From an optimization exercise on the open Yosys and OpenROAD flow, aimed at small area and a short achievable clock period; shortcuts taken in it are not production practice. In this exercise RTL edits were held to simulation tests only and were not proved equivalent to the original.

==> design.v <==
module DIv (clock, rst, numerator, denom, div );
	input clock , rst ;
	input [63:0] numerator, denom;
	output reg [63:0] div;
	reg [63:0] one_by_x ;  
	reg [127:0] a_div;
	wire [127:0] t;
	wire [63:0] h , t2;
	wire [7:0] t1; 
	reg [7:0] n ; 
	reg [63:0]  numerator1, sum1,sum2;
	reg [7:0] n1 ; 
	reg [8:0] lut_index ;
	always @(*)
	begin
		case (lut_index)
		9'd0 : one_by_x = 64'h0000000000000000 ;
		9'd1 : one_by_x = 64'hffffffffffffffff ;
		9'd2 : one_by_x = 64'h7fffffffffffffff ;
		9'd3 : one_by_x = 64'h55554f7fffffffff ;
		9'd4 : one_by_x = 64'h3fffffffffffffff ;
		9'd5 : one_by_x = 64'h3333333fffffffff ;
		9'd6 : one_by_x = 64'h2aaab03fffffffff ;
		9'd7 : one_by_x = 64'h249246bfffffffff ;
		9'd8 : one_by_x = 64'h1fffffffffffffff ;
		9'd9 : one_by_x = 64'h1c71c53fffffffff ;
		9'd10 : one_by_x = 64'h1999999fffffffff ;
		9'd11 : one_by_x = 64'h1745cfdfffffffff ;
		9'd12 : one_by_x = 64'h15554fbfffffffff ;
		9'd13 : one_by_x = 64'h13b139bfffffffff ;
		9'd14 : one_by_x = 64'h12492bbfffffffff ;
		9'd15 : one_by_x = 64'h1111169fffffffff ;
		9'd16 : one_by_x = 64'h0fffffffffffffff ;
		9'd17 : one_by_x = 64'h0f0f16efffffffff ;
		9'd18 : one_by_x = 64'h0e38eaffffffffff ;
		9'd19 : one_by_x = 64'h0d794a6fffffffff ;
		9'd20 : one_by_x = 64'h0ccccccfffffffff ;
		9'd21 : one_by_x = 64'h0c30c23fffffffff ;
		9'd22 : one_by_x = 64'h0ba2f05fffffffff ;
		9'd23 : one_by_x = 64'h0b215fcfffffffff ;
		9'd24 : one_by_x = 64'h0aaab03fffffffff ;
		9'd25 : one_by_x = 64'h0a3d709fffffffff ;
		9'd26 : one_by_x = 64'h09d8a54fffffffff ;
		9'd27 : one_by_x = 64'h097b41bfffffffff ;
		9'd28 : one_by_x = 64'h09248d7fffffffff ;
		9'd29 : one_by_x = 64'h08d3e0bfffffffff ;
		9'd30 : one_by_x = 64'h088882efffffffff ;
		9'd31 : one_by_x = 64'h08420f6fffffffff ;
		9'd32 : one_by_x = 64'h07ffffffffffffff ;
		9'd33 : one_by_x = 64'h07c1eff7ffffffff ;
		9'd34 : one_by_x = 64'h07878b77ffffffff ;
		9'd35 : one_by_x = 64'h07506dd7ffffffff ;
		9'd36 : one_by_x = 64'h071c757fffffffff ;
		9'd37 : one_by_x = 64'h06eb3dcfffffffff ;
		9'd38 : one_by_x = 64'h06bca537ffffffff ;
		9'd39 : one_by_x = 64'h06906897ffffffff ;
		9'd40 : one_by_x = 64'h06666667ffffffff ;
		9'd41 : one_by_x = 64'h063e6c4fffffffff ;
		9'd42 : one_by_x = 64'h0618697fffffffff ;
		9'd43 : one_by_x = 64'h05f41aefffffffff ;
		9'd44 : one_by_x = 64'h05d16fc7ffffffff ;
		9'd45 : one_by_x = 64'h05b05747ffffffff ;
		9'd46 : one_by_x = 64'h0590afe7ffffffff ;
		9'd47 : one_by_x = 64'h057268cfffffffff ;
		9'd48 : one_by_x = 64'h05554fbfffffffff ;
		9'd49 : one_by_x = 64'h0539756fffffffff ;
		9'd50 : one_by_x = 64'h051eb84fffffffff ;
		9'd51 : one_by_x = 64'h050507a7ffffffff ;
		9'd52 : one_by_x = 64'h04ec52a7ffffffff ;
		9'd53 : one_by_x = 64'h04d4887fffffffff ;
		9'd54 : one_by_x = 64'h04bda93fffffffff ;
		9'd55 : one_by_x = 64'h04a79357ffffffff ;
		9'd56 : one_by_x = 64'h049246bfffffffff ;
		9'd57 : one_by_x = 64'h047dc377ffffffff ;
		9'd58 : one_by_x = 64'h0469e7f7ffffffff ;
		9'd59 : one_by_x = 64'h0456c507ffffffff ;
		9'd60 : one_by_x = 64'h044449d7ffffffff ;
		9'd61 : one_by_x = 64'h043254e7ffffffff ;
		9'd62 : one_by_x = 64'h042107b7ffffffff ;
		9'd63 : one_by_x = 64'h041040bfffffffff ;
		9'd64 : one_by_x = 64'h03ffffffffffffff ;
		9'd65 : one_by_x = 64'h03f04577ffffffff ;
		9'd66 : one_by_x = 64'h03e1005fffffffff ;
		9'd67 : one_by_x = 64'h03d21ff3ffffffff ;
		9'd68 : one_by_x = 64'h03c3c5bbffffffff ;
		9'd69 : one_by_x = 64'h03b5d02fffffffff ;
		9'd70 : one_by_x = 64'h03a83f4fffffffff ;
		9'd71 : one_by_x = 64'h039b1317ffffffff ;
		9'd72 : one_by_x = 64'h038e3abfffffffff ;
		9'd73 : one_by_x = 64'h0381c713ffffffff ;
		9'd74 : one_by_x = 64'h0375a74bffffffff ;
		9'd75 : one_by_x = 64'h0369ca9fffffffff ;
		9'd76 : one_by_x = 64'h035e529bffffffff ;
		9'd77 : one_by_x = 64'h03531db3ffffffff ;
		9'd78 : one_by_x = 64'h03483cafffffffff ;
		9'd79 : one_by_x = 64'h033d8dffffffffff ;
		9'd80 : one_by_x = 64'h03333333ffffffff ;
		9'd81 : one_by_x = 64'h03291b83ffffffff ;
		9'd82 : one_by_x = 64'h031f3627ffffffff ;
		9'd83 : one_by_x = 64'h031593e3ffffffff ;
		9'd84 : one_by_x = 64'h030c34bfffffffff ;
		9'd85 : one_by_x = 64'h030307f3ffffffff ;
		9'd86 : one_by_x = 64'h02fa0d77ffffffff ;
		9'd87 : one_by_x = 64'h02f14553ffffffff ;
		9'd88 : one_by_x = 64'h02e8c047ffffffff ;
		9'd89 : one_by_x = 64'h02e05ccbffffffff ;
		9'd90 : one_by_x = 64'h02d82ba3ffffffff ;
		9'd91 : one_by_x = 64'h02d02cd3ffffffff ;
		9'd92 : one_by_x = 64'h02c86057ffffffff ;
		9'd93 : one_by_x = 64'h02c0b567ffffffff ;
		9'd94 : one_by_x = 64'h02b92c07ffffffff ;
		9'd95 : one_by_x = 64'h02b1d4f7ffffffff ;
		9'd96 : one_by_x = 64'h02aab043ffffffff ;
		9'd97 : one_by_x = 64'h02a39c4fffffffff ;
		9'd98 : one_by_x = 64'h029cbab7ffffffff ;
		9'd99 : one_by_x = 64'h0295faa7ffffffff ;
		9'd100 : one_by_x = 64'h028f5c27ffffffff ;
		9'd101 : one_by_x = 64'h0288df37ffffffff ;
		9'd102 : one_by_x = 64'h028283d3ffffffff ;
		9'd103 : one_by_x = 64'h027c49fbffffffff ;
		9'd104 : one_by_x = 64'h027620efffffffff ;
		9'd105 : one_by_x = 64'h02702a33ffffffff ;
		9'd106 : one_by_x = 64'h026a443fffffffff ;
		9'd107 : one_by_x = 64'h02647fdbffffffff ;
		9'd108 : one_by_x = 64'h025ecc3fffffffff ;
		9'd109 : one_by_x = 64'h02593a2bffffffff ;
		9'd110 : one_by_x = 64'h0253c9abffffffff ;
		9'd111 : one_by_x = 64'h024e69efffffffff ;
		9'd112 : one_by_x = 64'h02492bc3ffffffff ;
		9'd113 : one_by_x = 64'h0243fe5bffffffff ;
		9'd114 : one_by_x = 64'h023ee1bbffffffff ;
		9'd115 : one_by_x = 64'h0239e6abffffffff ;
		9'd116 : one_by_x = 64'h0234fc5fffffffff ;
		9'd117 : one_by_x = 64'h023022dbffffffff ;
		9'd118 : one_by_x = 64'h022b6ae7ffffffff ;
		9'd119 : one_by_x = 64'h0226b2f3ffffffff ;
		9'd120 : one_by_x = 64'h02221c8bffffffff ;
		9'd121 : one_by_x = 64'h021d96e7ffffffff ;
		9'd122 : one_by_x = 64'h021932d7ffffffff ;
		9'd123 : one_by_x = 64'h0214cec3ffffffff ;
		9'd124 : one_by_x = 64'h02108c3fffffffff ;
		9'd125 : one_by_x = 64'h020c49bbffffffff ;
		9'd126 : one_by_x = 64'h020828c3ffffffff ;
		9'd127 : one_by_x = 64'h020407cbffffffff ;
		9'd128 : one_by_x = 64'h01fff79bffffffff ;
		9'd129 : one_by_x = 64'h01fc08f9ffffffff ;
		9'd130 : one_by_x = 64'h01f81a57ffffffff ;
		9'd131 : one_by_x = 64'h01f44d43ffffffff ;
		9'd132 : one_by_x = 64'h01f0802fffffffff ;
		9'd133 : one_by_x = 64'h01ecc3e3ffffffff ;
		9'd134 : one_by_x = 64'h01e9185bffffffff ;
		9'd135 : one_by_x = 64'h01e56cd5ffffffff ;
		9'd136 : one_by_x = 64'h01e1e2ddffffffff ;
		9'd137 : one_by_x = 64'h01de58e5ffffffff ;
		9'd138 : one_by_x = 64'h01dadfb5ffffffff ;
		9'd139 : one_by_x = 64'h01d77749ffffffff ;
		9'd140 : one_by_x = 64'h01d41fa7ffffffff ;
		9'd141 : one_by_x = 64'h01d0c803ffffffff ;
		9'd142 : one_by_x = 64'h01cd8127ffffffff ;
		9'd143 : one_by_x = 64'h01ca4b11ffffffff ;
		9'd144 : one_by_x = 64'h01c714fbffffffff ;
		9'd145 : one_by_x = 64'h01c40075ffffffff ;
		9'd146 : one_by_x = 64'h01c0db27ffffffff ;
		9'd147 : one_by_x = 64'h01bdd765ffffffff ;
		9'd148 : one_by_x = 64'h01bad3a5ffffffff ;
		9'd149 : one_by_x = 64'h01b7cfe5ffffffff ;
		9'd150 : one_by_x = 64'h01b4edb1ffffffff ;
		9'd151 : one_by_x = 64'h01b20b7fffffffff ;
		9'd152 : one_by_x = 64'h01af294dffffffff ;
		9'd153 : one_by_x = 64'h01ac57e1ffffffff ;
		9'd154 : one_by_x = 64'h01a9973dffffffff ;
		9'd155 : one_by_x = 64'h01a6d697ffffffff ;
		9'd156 : one_by_x = 64'h01a415f3ffffffff ;
		9'd157 : one_by_x = 64'h01a16615ffffffff ;
		9'd158 : one_by_x = 64'h019ec6ffffffffff ;
		9'd159 : one_by_x = 64'h019c27e9ffffffff ;
		9'd160 : one_by_x = 64'h01999999ffffffff ;
		9'd161 : one_by_x = 64'h01970b49ffffffff ;
		9'd162 : one_by_x = 64'h01948dc1ffffffff ;
		9'd163 : one_by_x = 64'h01921037ffffffff ;
		9'd164 : one_by_x = 64'h018fa375ffffffff ;
		9'd165 : one_by_x = 64'h018d36b3ffffffff ;
		9'd166 : one_by_x = 64'h018ac9f1ffffffff ;
		9'd167 : one_by_x = 64'h01886df7ffffffff ;
		9'd168 : one_by_x = 64'h018611fdffffffff ;
		9'd169 : one_by_x = 64'h0183c6c9ffffffff ;
		9'd170 : one_by_x = 64'h01817b95ffffffff ;
		9'd171 : one_by_x = 64'h017f4127ffffffff ;
		9'd172 : one_by_x = 64'h017d06bbffffffff ;
		9'd173 : one_by_x = 64'h017acc4dffffffff ;
		9'd174 : one_by_x = 64'h0178a2a9ffffffff ;
		9'd175 : one_by_x = 64'h01767903ffffffff ;
		9'd176 : one_by_x = 64'h01746023ffffffff ;
		9'd177 : one_by_x = 64'h01724745ffffffff ;
		9'd178 : one_by_x = 64'h01702e65ffffffff ;
		9'd179 : one_by_x = 64'h016e264dffffffff ;
		9'd180 : one_by_x = 64'h016c1e35ffffffff ;
		9'd181 : one_by_x = 64'h016a161dffffffff ;
		9'd182 : one_by_x = 64'h01681ecdffffffff ;
		9'd183 : one_by_x = 64'h016616b5ffffffff ;
		9'd184 : one_by_x = 64'h0164302bffffffff ;
		9'd185 : one_by_x = 64'h016238d9ffffffff ;
		9'd186 : one_by_x = 64'h0160524fffffffff ;
		9'd187 : one_by_x = 64'h015e7c8dffffffff ;
		9'd188 : one_by_x = 64'h015c9603ffffffff ;
		9'd189 : one_by_x = 64'h015ac03fffffffff ;
		9'd190 : one_by_x = 64'h0158ea7bffffffff ;
		9'd191 : one_by_x = 64'h0157257fffffffff ;
		9'd192 : one_by_x = 64'h01554fbdffffffff ;
		9'd193 : one_by_x = 64'h01538ac1ffffffff ;
		9'd194 : one_by_x = 64'h0151d68bffffffff ;
		9'd195 : one_by_x = 64'h0150118fffffffff ;
		9'd196 : one_by_x = 64'h014e5d5bffffffff ;
		9'd197 : one_by_x = 64'h014ca925ffffffff ;
		9'd198 : one_by_x = 64'h014b05b7ffffffff ;
		9'd199 : one_by_x = 64'h01495181ffffffff ;
		9'd200 : one_by_x = 64'h0147ae13ffffffff ;
		9'd201 : one_by_x = 64'h01460aa5ffffffff ;
		9'd202 : one_by_x = 64'h01446737ffffffff ;
		9'd203 : one_by_x = 64'h0142d48fffffffff ;
		9'd204 : one_by_x = 64'h014141e9ffffffff ;
		9'd205 : one_by_x = 64'h013faf41ffffffff ;
		9'd206 : one_by_x = 64'h013e1c9bffffffff ;
		9'd207 : one_by_x = 64'h013c9abbffffffff ;
		9'd208 : one_by_x = 64'h013b18d9ffffffff ;
		9'd209 : one_by_x = 64'h013996f9ffffffff ;
		9'd210 : one_by_x = 64'h01381519ffffffff ;
		9'd211 : one_by_x = 64'h01369339ffffffff ;
		9'd212 : one_by_x = 64'h0135221fffffffff ;
		9'd213 : one_by_x = 64'h0133b107ffffffff ;
		9'd214 : one_by_x = 64'h01323fedffffffff ;
		9'd215 : one_by_x = 64'h0130ced3ffffffff ;
		9'd216 : one_by_x = 64'h012f6e81ffffffff ;
		9'd217 : one_by_x = 64'h012dfd69ffffffff ;
		9'd218 : one_by_x = 64'h012c9d15ffffffff ;
		9'd219 : one_by_x = 64'h012b3cc3ffffffff ;
		9'd220 : one_by_x = 64'h0129dc71ffffffff ;
		9'd221 : one_by_x = 64'h01288ce7ffffffff ;
		9'd222 : one_by_x = 64'h01273d5bffffffff ;
		9'd223 : one_by_x = 64'h0125dd09ffffffff ;
		9'd224 : one_by_x = 64'h01248d7dffffffff ;
		9'd225 : one_by_x = 64'h01233df1ffffffff ;
		9'd226 : one_by_x = 64'h0121ff2dffffffff ;
		9'd227 : one_by_x = 64'h0120afa1ffffffff ;
		9'd228 : one_by_x = 64'h011f70ddffffffff ;
		9'd229 : one_by_x = 64'h011e3219ffffffff ;
		9'd230 : one_by_x = 64'h011cf355ffffffff ;
		9'd231 : one_by_x = 64'h011bb491ffffffff ;
		9'd232 : one_by_x = 64'h011a75cdffffffff ;
		9'd233 : one_by_x = 64'h011947cfffffffff ;
		9'd234 : one_by_x = 64'h011819d1ffffffff ;
		9'd235 : one_by_x = 64'h0116db0dffffffff ;
		9'd236 : one_by_x = 64'h0115ad0fffffffff ;
		9'd237 : one_by_x = 64'h01147f13ffffffff ;
		9'd238 : one_by_x = 64'h011361dbffffffff ;
		9'd239 : one_by_x = 64'h011233dfffffffff ;
		9'd240 : one_by_x = 64'h011116a7ffffffff ;
		9'd241 : one_by_x = 64'h010fe8abffffffff ;
		9'd242 : one_by_x = 64'h010ecb73ffffffff ;
		9'd243 : one_by_x = 64'h010dae3dffffffff ;
		9'd244 : one_by_x = 64'h010c9107ffffffff ;
		9'd245 : one_by_x = 64'h010b8497ffffffff ;
		9'd246 : one_by_x = 64'h010a6761ffffffff ;
		9'd247 : one_by_x = 64'h01095af1ffffffff ;
		9'd248 : one_by_x = 64'h01083dbbffffffff ;
		9'd249 : one_by_x = 64'h0107314bffffffff ;
		9'd250 : one_by_x = 64'h010624ddffffffff ;
		9'd251 : one_by_x = 64'h0105186dffffffff ;
		9'd252 : one_by_x = 64'h01040bfdffffffff ;
		9'd253 : one_by_x = 64'h01031055ffffffff ;
		9'd254 : one_by_x = 64'h010203e5ffffffff ;
		9'd255 : one_by_x = 64'h0101083dffffffff ;
		9'd256 : one_by_x = 64'h00ff00feffffffff ;
		default : one_by_x = 64'h0000000000000000 ;
		endcase
	end
	always @(posedge clock)
	begin
		if (rst==1'b0)
		begin
			a_div <= 128'b0;
			numerator1 <= 64'b0;			
			lut_index <= 8'b0;
			div <= 64'b0;
		    n <= 8'd0 ; 
			n1 <= 8'b0 ; 
	end
		else 
		begin
			numerator1 <= numerator ; 
			if (denom[63] ^ 1'b1   == 1'b0)
			begin
			lut_index <= denom[63:56] ;  
			n <= 8'd0 ;
			end                                  
			else if (denom[62] ^ 1'b1   == 1'b0) 
			begin                                
			lut_index <= denom[62:55] + 8'd1 ;       
			n <= 8'd1 ;
			end                                 
			else if (denom[61] ^ 1'b1   == 1'b0) 
			begin                                
			lut_index <= denom[61:54] + 8'd1 ;       
			n <= 8'd2 ;
			end                                
			else if (denom[60] ^ 1'b1   == 1'b0) 
			begin                                
			lut_index <= denom[60:53] + 8'd1 ;       
			n <= 8'd3 ;
			end                                
			else if (denom[59] ^ 1'b1   == 1'b0) 
			begin                                
			lut_index <= denom[59:52] + 8'd1 ;       
			n <= 8'd4 ;
			end                               
			else if (denom[58] ^ 1'b1   == 1'b0) 
			begin                                
			lut_index <= denom[58:51] + 8'd1 ;       
			n <= 8'd5 ;
			end                               
			else if (denom[57] ^ 1'b1   == 1'b0) 
			begin                                
			lut_index <= denom[57:50] + 8'd1 ;       
			n <= 8'd6 ;
			end                               
			else if (denom[56] ^ 1'b1   == 1'b0) 
			begin                                
			lut_index <= denom[56:49] + 8'd1 ;       
			n <= 8'd7 ;
			end                               
			else if (denom[55] ^ 1'b1   == 1'b0) 
			begin                                
			lut_index <= denom[55:48] + 8'd1 ;       
			n <= 8'd8 ;
			end                              
			else if (denom[54] ^ 1'b1   == 1'b0) 
			begin                                
			lut_index <= denom[54:47] + 8'd1 ;       
			n <= 8'd9 ;
			end 
			else if (denom[53] ^ 1'b1   == 1'b0) 
			begin                                
			lut_index <= denom[53:46] + 8'd1 ;       
			n <= 8'd10 ;
			end                             
			else if (denom[52] ^ 1'b1   == 1'b0) 
			begin                                
			lut_index <= denom[52:45] + 8'd1 ;       
			n <= 8'd11 ;
			end                            
			else if (denom[51] ^ 1'b1   == 1'b0) 
			begin                                
			lut_index <= denom[51:44] + 8'd1 ;       
			n <= 8'd12 ;
			end                           
			else if (denom[50] ^ 1'b1   == 1'b0) 
			begin                                
			lut_index <= denom[50:43] + 8'd1 ;       
			n <= 8'd13 ;
			end                          
			else if (denom[49] ^ 1'b1   == 1'b0) 
			begin                                
			lut_index <= denom[49:42] + 8'd1 ;       
			n <= 8'd14 ;
			end                         
			else if (denom[48] ^ 1'b1   == 1'b0) 
			begin                                
			lut_index <= denom[48:41] + 8'd1 ;       
			n <= 8'd15 ;
			end                        
			else if (denom[47] ^ 1'b1   == 1'b0) 
			begin                                
			lut_index <= denom[47:40] + 8'd1 ;       
			n <= 8'd16 ;
			end                        
			else if (denom[46] ^ 1'b1   == 1'b0) 
			begin                                
			lut_index <= denom[46:39] + 8'd1 ;       
			n <= 8'd17 ;
			end                       
			else if (denom[45] ^ 1'b1   == 1'b0) 
			begin                                
			lut_index <= denom[45:38] + 8'd1 ;       
			n <= 8'd18 ;
			end                       
			else if (denom[44] ^ 1'b1   == 1'b0) 
			begin                                
			lut_index <= denom[44:37] + 8'd1 ;       
			n <= 8'd19 ;
			end                      
			else if (denom[43] ^ 1'b1   == 1'b0) 
			begin                                
			lut_index <= denom[43:36] + 8'd1 ;       
			n <= 8'd20 ;
			end         
			else if (denom[42] ^ 1'b1   == 1'b0) 
			begin                                
			lut_index <= denom[42:35] + 8'd1 ;       
			n <= 8'd21 ;
			end 
			else if (denom[41] ^ 1'b1   == 1'b0) 
			begin                                
			lut_index <= denom[41:34] + 8'd1 ;       
			n <= 8'd22 ;
			end 
			else if (denom[40] ^ 1'b1   == 1'b0) 
			begin                                
			lut_index <= denom[40:33] + 8'd1 ;       
			n <= 8'd23 ;
			end 
			else if (denom[39] ^ 1'b1   == 1'b0) 
			begin                                
			lut_index <= denom[39:32] + 8'd1 ;       
			n <= 8'd24 ;
			end 
			else if (denom[38] ^ 1'b1   == 1'b0) 
			begin                                
			lut_index <= denom[38:31] + 8'd1 ;       
			n <= 8'd25 ;
			end 
			else if (denom[37] ^ 1'b1   == 1'b0) 
			begin                                
			lut_index <= denom[37:30] + 8'd1 ;       
			n <= 8'd26 ;
			end 
			else if (denom[36] ^ 1'b1   == 1'b0) 
			begin                                
			lut_index <= denom[36:29] + 8'd1 ;       
			n <= 8'd27 ;
			end 
			else if (denom[35] ^ 1'b1   == 1'b0) 
			begin                                
			lut_index <= denom[35:28] + 8'd1 ;       
			n <= 8'd28 ;
			end 
			else if (denom[34] ^ 1'b1   == 1'b0) 
			begin                                
			lut_index <= denom[34:27] + 8'd1 ;       
			n <= 8'd29 ;
			end 
			else if (denom[33] ^ 1'b1   == 1'b0) 
			begin                                
			lut_index <= denom[33:26] + 8'd1 ;       
			n <= 8'd30 ;
			end 
			else if (denom[32] ^ 1'b1   == 1'b0) 
			begin                                
			lut_index <= denom[32:25] + 8'd1 ;       
			n <= 8'd31 ;
			end 
			else if (denom[31] ^ 1'b1   == 1'b0)
			begin
			lut_index <= denom[31:24] + 8'd1 ;
			n <= 8'd32 ;			
			end                                  
			else if (denom[30] ^ 1'b1   == 1'b0) 
			begin                                
			lut_index <= denom[30:23] + 8'd1 ;       
			n <= 8'd33 ;
			end                                  
			else if (denom[29] ^ 1'b1   == 1'b0) 
			begin                                
			lut_index <= denom[29:22] + 8'd1 ;       
			n <= 8'd34 ;
			end			                         
			else if (denom[28] ^ 1'b1  == 1'b0)  
			begin                                
			lut_index <= denom[28:21] + 8'd1 ;       
			n <= 8'd35 ;
			end			                        
			else if (denom[27] ^ 1'b1  == 1'b0) 
			begin                               
			lut_index <= denom[27:20] + 8'd1 ;      
			n <= 8'd36 ;
			end			                         
			else if (denom[26] ^ 1'b1  == 1'b0)  
			begin                                
			lut_index <= denom[26:19] + 8'd1 ;       
			n <= 8'd37 ;
			end			                         
			else if (denom[25] ^ 1'b1  == 1'b0)  
			begin                                
			lut_index <= denom[25:18] + 8'd1 ;       
			n <= 8'd38 ;
			end				                     
			else if (denom[24] ^ 1'b1  == 1'b0)  
			begin                                
			lut_index <= denom[24:17] + 8'd1 ;       
			n <= 8'd39 ;
			end				                    
			else if (denom[23] ^ 1'b1  == 1'b0) 
			begin                               
			lut_index <= denom[23:16] + 8'd1 ;      
			n <= 8'd40 ;
			end				                     
			else if (denom[22] ^ 1'b1  == 1'b0)  
			begin                                
			lut_index <= denom[22:15] + 8'd1 ;       
			n <= 8'd41 ;
			end				                     
			else if (denom[21] ^ 1'b1 == 1'b0)   
			begin                                
			lut_index <= denom[21:14] + 8'd1 ;       
			n <= 8'd42 ;
			end				                     
			else if (denom[20] ^ 1'b1 == 1'b0)   
			begin                                
			lut_index <= denom[20:13] + 8'd1 ;       
			n <= 8'd43 ;
			end				                    
			else if (denom[19] ^ 1'b1 == 1'b0)  
			begin                               
			lut_index <= denom[19:12] + 8'd1 ;      
			n <= 8'd44 ;
			end				                     
			else if (denom[18] ^ 1'b1 == 1'b0)   
			begin                                
			lut_index <= denom[18:11] + 8'd1 ;       							
			n <= 8'd45 ;
			end				                     
			else if (denom[17] ^ 1'b1 == 1'b0)   
			begin                                
			lut_index <= denom[17:10] + 8'd1 ;       
			n <= 8'd46 ;
			end				                     
			else if (denom[16] ^ 1'b1 == 1'b0)   
			begin                                
			lut_index <= denom[16:9] + 8'd1  ;      
			n <= 8'd47 ;
			end				                    
			else if (denom[15] ^ 1'b1 == 1'b0)  
			begin                               
			lut_index <= denom[15:8] + 8'd1 ;       
			n <= 8'd48 ;
			end			                        
			else if (denom[14] ^ 1'b1 == 1'b0)  
			begin                               
			lut_index <= denom[14:7] + 8'd1 ;       
			n <= 8'd49 ;
			end			                        
			else if (denom[13] ^ 1'b1 == 1'b0)  
			begin                               
			lut_index <= denom[13:6] + 8'd1 ;       
			n <= 8'd50 ;
			end			                        
			else if (denom[12] ^ 1'b1 == 1'b0)  
			begin                               
			lut_index <= denom[12:5] + 8'd1 ;       
			n <= 8'd51 ;
			end			                        
			else if (denom[11] ^ 1'b1 == 1'b0)  
			begin                               
			lut_index <= denom[11:4] + 8'd1 ;       
			n <= 8'd52 ;
			end			                        
			else if (denom[10] ^ 1'b1 == 1'b0)  
			begin                               
			lut_index <= denom[10:3] + 8'd1 ;       
			n <= 8'd53 ;
			end			                        
			else if (denom[9 ] ^ 1'b1 == 1'b0)  
			begin                              
			lut_index <= denom[9:2] + 8'd1 ;        
			n <= 8'd54 ;
			end			                        
			else if (denom[8 ] ^ 1'b1 == 1'b0)  
			begin                               
			lut_index <= denom[8:1] + 8'd1 ;        
			n <= 8'd55 ;
			end			                        
			else if (denom[7 ] ^ 1'b1 == 1'b0)  
			begin                               
			lut_index <= denom[7:0] + 8'd1 ;        
			n <= 8'd56 ;
			end	
			else if (denom[6 ] ^ 1'b1 == 1'b0)
			begin
			lut_index <= {1'b0,denom[6:0]} + 8'd1 ;
			n <= 8'd57 ;
			end			  
			else if (denom[5 ] ^ 1'b1 == 1'b0)
			begin
			lut_index <= {2'b0,denom[5:0]} + 8'd1 ;
			n <= 8'd58 ;
			end			  
			else if (denom[4 ] ^ 1'b1 == 1'b0)
			begin
			lut_index <= {3'b0,denom[4:0]} + 8'd1 ;
			n <= 8'd59 ;
			end			  
			else if (denom[3 ] ^ 1'b1 == 1'b0)
			begin
			lut_index <= {4'b0,denom[3:0]} + 8'd1;
			n <= 8'd60 ;
			end			  
			else if (denom[2 ] ^ 1'b1 == 1'b0)
			begin
			lut_index <= {5'b0,denom[2:0]} + 8'd1;
			n <= 8'd61 ;
			end			                                 
			else if (denom[1 ] ^ 1'b1 == 1'b0)           
			begin                                        
			lut_index <= {6'b0,denom[1:0]} + 8'd1;           
			n <= 8'd62 ;
			end			                                 
			else if (denom[0 ] ^ 1'b1 == 1'b0)           
			begin                                        
			lut_index <= {7'b0,denom[0]} + 8'd1 ;            
			n <= 8'd63 ;
			end	
		    n1 <= n ; 
			a_div <= one_by_x * numerator1 ; 
			div <= a_div[127:64] <<< (n1+4'd8)	    ;
			end
	end
assign h = one_by_x ;
assign t = a_div;
assign t1 = lut_index; 
assign t2 = numerator1;
endmodule
==> run.sh <==
#!/bin/bash
# synth_recipe.tcl (not shown) runs the flow's synth.tcl, then flattens the netlist and writes it again
# the make line also repeats each setting of config.mk as NAME=value (left out here)
make -C /OpenROAD-flow-scripts/flow DESIGN_CONFIG=/design/flow/config.mk WORK_HOME=/design/flow/orfs CLKGATE_MAP_FILE= SYNTH_SCRIPT=/design/flow/synth_recipe.tcl finish
==> config.mk <==
export PLATFORM = sky130hd
export DESIGN_NAME = DIv
export DESIGN_NICKNAME = DIv
export VERILOG_FILES = /design/flow/design.v
export SDC_FILE = /design/flow/constraint.sdc
export NUM_CORES = 4
export LEC_CHECK = 0
export CAP_MARGIN = 20
export CORE_MARGIN = 2
export CORE_UTILIZATION = 40
export SETUP_SLACK_MARGIN = 0.5
export SLEW_MARGIN = 20
export SYNTH_MEMORY_MAX_BITS = 32768
==> constraint.sdc <==
create_clock -name core_clock -period 12.5 [get_ports {clock}]
set_input_delay 2.5000 -clock core_clock [delete_from_list [all_inputs] [get_ports {clock}]]
set_output_delay 2.5000 -clock core_clock [all_outputs]
set_load 0.01 [all_outputs]
==> flow_summary.json <==
{
  "status": "finished clean",
  "clk_latency_ns": 0.69,
  "drcViolationCount": 0,
  "cts_hold_buf": 0,
  "setup-tns-final_ns": 0,
  "max_slew_margin_pct": 23.7,
  "worst_pin_slew_ns": 1.14,
  "grt_max_degree": 100,
  "antenna_found_initial": 35,
  "port_buffers": 193,
  "rsz0062_at_grt": "yes",
  "cp-end-kind": "flop",
  "synth.net_count": 16500,
  "worst_slack_ns": 0.688,
  "grt_overflow": 0,
  "numCtsBuffers": 34,
  "arrival_ns": 12.39,
  "synth.most_common_cell": "fa_1",
  "maxCapViolCount": 0,
  "path_clk_slew_ns": 0.10,
  "dr.pass1.iters": 8,
  "synth_seq_cells": 213,
  "crit_path_max_fanout": 16,
  "synth_top_area_share_pct": 46.6,
  "required_ns": 13.08,
  "max_stage_delay_ns": 0.56,
  "ys_seq_area_share_pct": 3.80,
  "synth_edf_count": 0,
  "min_from": "n[4]$_SDFFE_PP0P_",
  "synth_cell_types": 96,
  "dp_slack_ns": -0.138,
  "h-tree-depth": 2,
  "startpoint_type": "flop",
  "hpwl_um": 348000,
  "grt_pass1_vias": 97900,
  "nFillCells": 27600,
  "wl_um": 427000,
  "regToRegEndpoint": "a_div[112]$_SDFF_PN0_",
  "period_share_pct": 94.5,
  "vias": 94800,
  "postPlaceCellArea_um2": 122000,
  "drive_gt1_share_pct": 9.30,
  "cts-root-buf": "clkbuf_16",
  "fin_area_um2": 125000,
  "cts_sinks": 213,
  "fin_crit_ns": 11.81,
  "die_w_um": 534,
  "rr_startpoint": "lut_index[1]$_SDFFE_PN0P_",
  "syn_area_um2": 112000,
  "setup_viol": 0,
  "syn2layout_area_growth_pct": 11.7,
  "die-height_um": 534,
  "synthTopCellsByArea": "fa_1, inv_1, ha_1, nand2_1, dfxtp_1",
  "clock_skew_ns": 0.0499,
  "yosys_warnings": 1,
  "vias_per_cell": 5.59,
  "tritoncts": "yes",
  "min_to": "n1[4]$_SDFF_PN0_",
  "reg2regPathDepth": 46,
  "grt_usage_pct": 29.9,
  "io_pins": 194,
  "synthArstFlopShare_pct": 0,
  "max_freq_ghz": 0.0847,
  "slew_viol_final": 0,
  "hold_viol": 0,
  "slowest_stage": "fa_1",
  "wl_per_cell_um": 25.2,
  "path_class": "flop to flop",
  "row_count": 194,
  "dieArea_um2": 285000,
  "fin_nets": 16700,
  "critical_path.most_common_cell": "fa_1",
  "hp-class": "flop to flop",
  "postSynthCellCount": 13000,
  "rrSetupSlack_ns": 0.69,
  "postRouteAntennaNets": 0,
  "drt_iter0_drc": 9400,
  "gp_congestion": 1.03,
  "synthFlopType": "dfxtp_1",
  "clockBufferDepth": 3,
  "grt_pass1_wl_um": 640000,
  "syn_avg_cell_area_um2": 8.63,
  "coreArea_um2": 279000,
  "synthTopCellsByCount": "fa_1, inv_1, nand2_1, ha_1, clkbuf_1",
  "synth.largest_area_cell": "fa_1",
  "hold_depth": 1,
  "initial_utilization_pct": 40.2
}
-- worst max-delay path, delay by kind of cell (launching register included) --
family	cells	cell delay (ns)
fa+ha+maj	12	5.42
compound gates	13	3.09
buf+inv	14	1.87
simple gates	6	0.58
flops	1	0.38
mux	1	0.28
-- metrics by stage --
step | std cells | util, % | hold WS, ns
after floorplan | 13000 | - | 0.424
after global placement | 16800 | 43.8 | 0.439
after detailed placement | 16800 | 43.8 | 0.448
after CTS | 16900 | 44.3 | 0.468
after global routing | 17000 | 44.9 | 0.487
final | 17000 | 44.9 | 0.466
-- logic make-up after synthesis --
kind of cell / share of synthesized area, %
muxes: 1.90
DFF: 3.80
xor gates and xnor gates: 2.53
AOI/OAI and AO/OA: 9.82
and+or+nand+nor: 15.2
buffers and inverters: 11.6
adders and majority gates: 55.1
-- flip-flops by register name, summed over array words and instances, names as in the netlist --
register / flops
numerator1: 64
n: 6
lut_index: 9
n1: 6
a_div: 64
div: 64
-- worst max-delay path by stage --
| stage | start | to | slack (ns) | depth (start not counted) |
|---|---|---|---|---|
| after floorplan | lut_index[1]$_SDFFE_PN0P_ | a_div[127]$_SDFF_PN0_ | 0.99 | 39 |
| after global placement | lut_index[2]$_SDFFE_PN0P_ | a_div[109]$_SDFF_PN0_ | -0.14 | 39 |
| after detailed placement | lut_index[2]$_SDFFE_PN0P_ | a_div[109]$_SDFF_PN0_ | -0.14 | 39 |
| after CTS | lut_index[1]$_SDFFE_PN0P_ | a_div[109]$_SDFF_PN0_ | 0.47 | 42 |
| after global routing | lut_index[1]$_SDFFE_PN0P_ | a_div[109]$_SDFF_PN0_ | 0.45 | 47 |
| final | lut_index[1]$_SDFFE_PN0P_ | a_div[112]$_SDFF_PN0_ | 0.69 | 46 |
-- final cells by class --
class	instances	area (um^2)	area share [%]
antenna	18	45.0	0.0359
clock buffer	37	892	0.712
clock inverter	21	274	0.219
inverter	2594	9770	7.80
multi-input combinational	9360	96100	76.6
sequential	213	4320	3.44
tap	3724	4660	3.72
timing repair buffer	1005	9330	7.44
-- placed cells by master (no fill, tap or decap), types with 25 or more instances in the layout --
cell / count
fa_1: 2591
inv_1: 2548
nand2_1: 2175
ha_1: 753
buf_4: 700
and2_1: 631
a21oi_1: 429
nor2_1: 412
o21ai_0: 341
xnor2_1: 263
clkdlybuf4s50_1: 192
dfxtp_1: 186
nand3_1: 181
a211oi_1: 101
nor3_1: 94
a31oi_1: 82
buf_12: 76
o211ai_1: 71
nand4_1: 65
a21o_1: 64
xor2_1: 60
o22ai_1: 58
mux2i_1: 56
and3_1: 52
a221oi_1: 49
mux4_2: 48
clkbuf_16: 45
mux2_2: 44
a311oi_1: 39
o31ai_1: 34
o221ai_1: 30
o21bai_1: 28
nor2b_1: 27
o21ai_1: 27
o311ai_0: 25
-- timing repair --
item / 4_1_cts / 5_1_grt
gates resized for setup: 55 / 204
setup endpoints to repair: 50 / 54
cloned: 1 / 11
pin swaps: 5 / 64
buffers inserted: 5 / 50
-- metal layers --
layer | global-route usage (%) | vias up | routed length [um] | share of wire, %
li1 | - | 40500 | - | -
met2 | 47.2 | 4785 | 195000 | 46
met5 | 0 | - | 171 | 0.040
met4 | 13.7 | 26 | 23800 | 5.6
met3 | 6.81 | 987 | 44100 | 10
met1 | 38.9 | 48500 | 165000 | 39

re-timing with driven ports:
The flow's constraints put no driver on any port. The routed layout listed below was extracted and timed again, unchanged, in two steps. Step 1 assumes that a clkbuf_16 drives the clock port and a buf_2 every other input. Step 2 times the ports against the registers' clock, not the clock port: input delays grow and output delays shrink by t, the midpoint of the rising clock arrivals with the driver on. a / b / c = ideal ports / drivers / drivers and shift; a / b = the first two.
shift t [ns]: 0.753
setup slack, ns: 0.688 / 0.688 / 0.688
worst setup path after step 2: register to register
worst register clock-pin slew, ns: 0.10 / 0.10
After both steps setup and hold are still met in this run. The setup slack of this run moves by 0.000 ns with the drivers and by 0.000 ns with both steps.
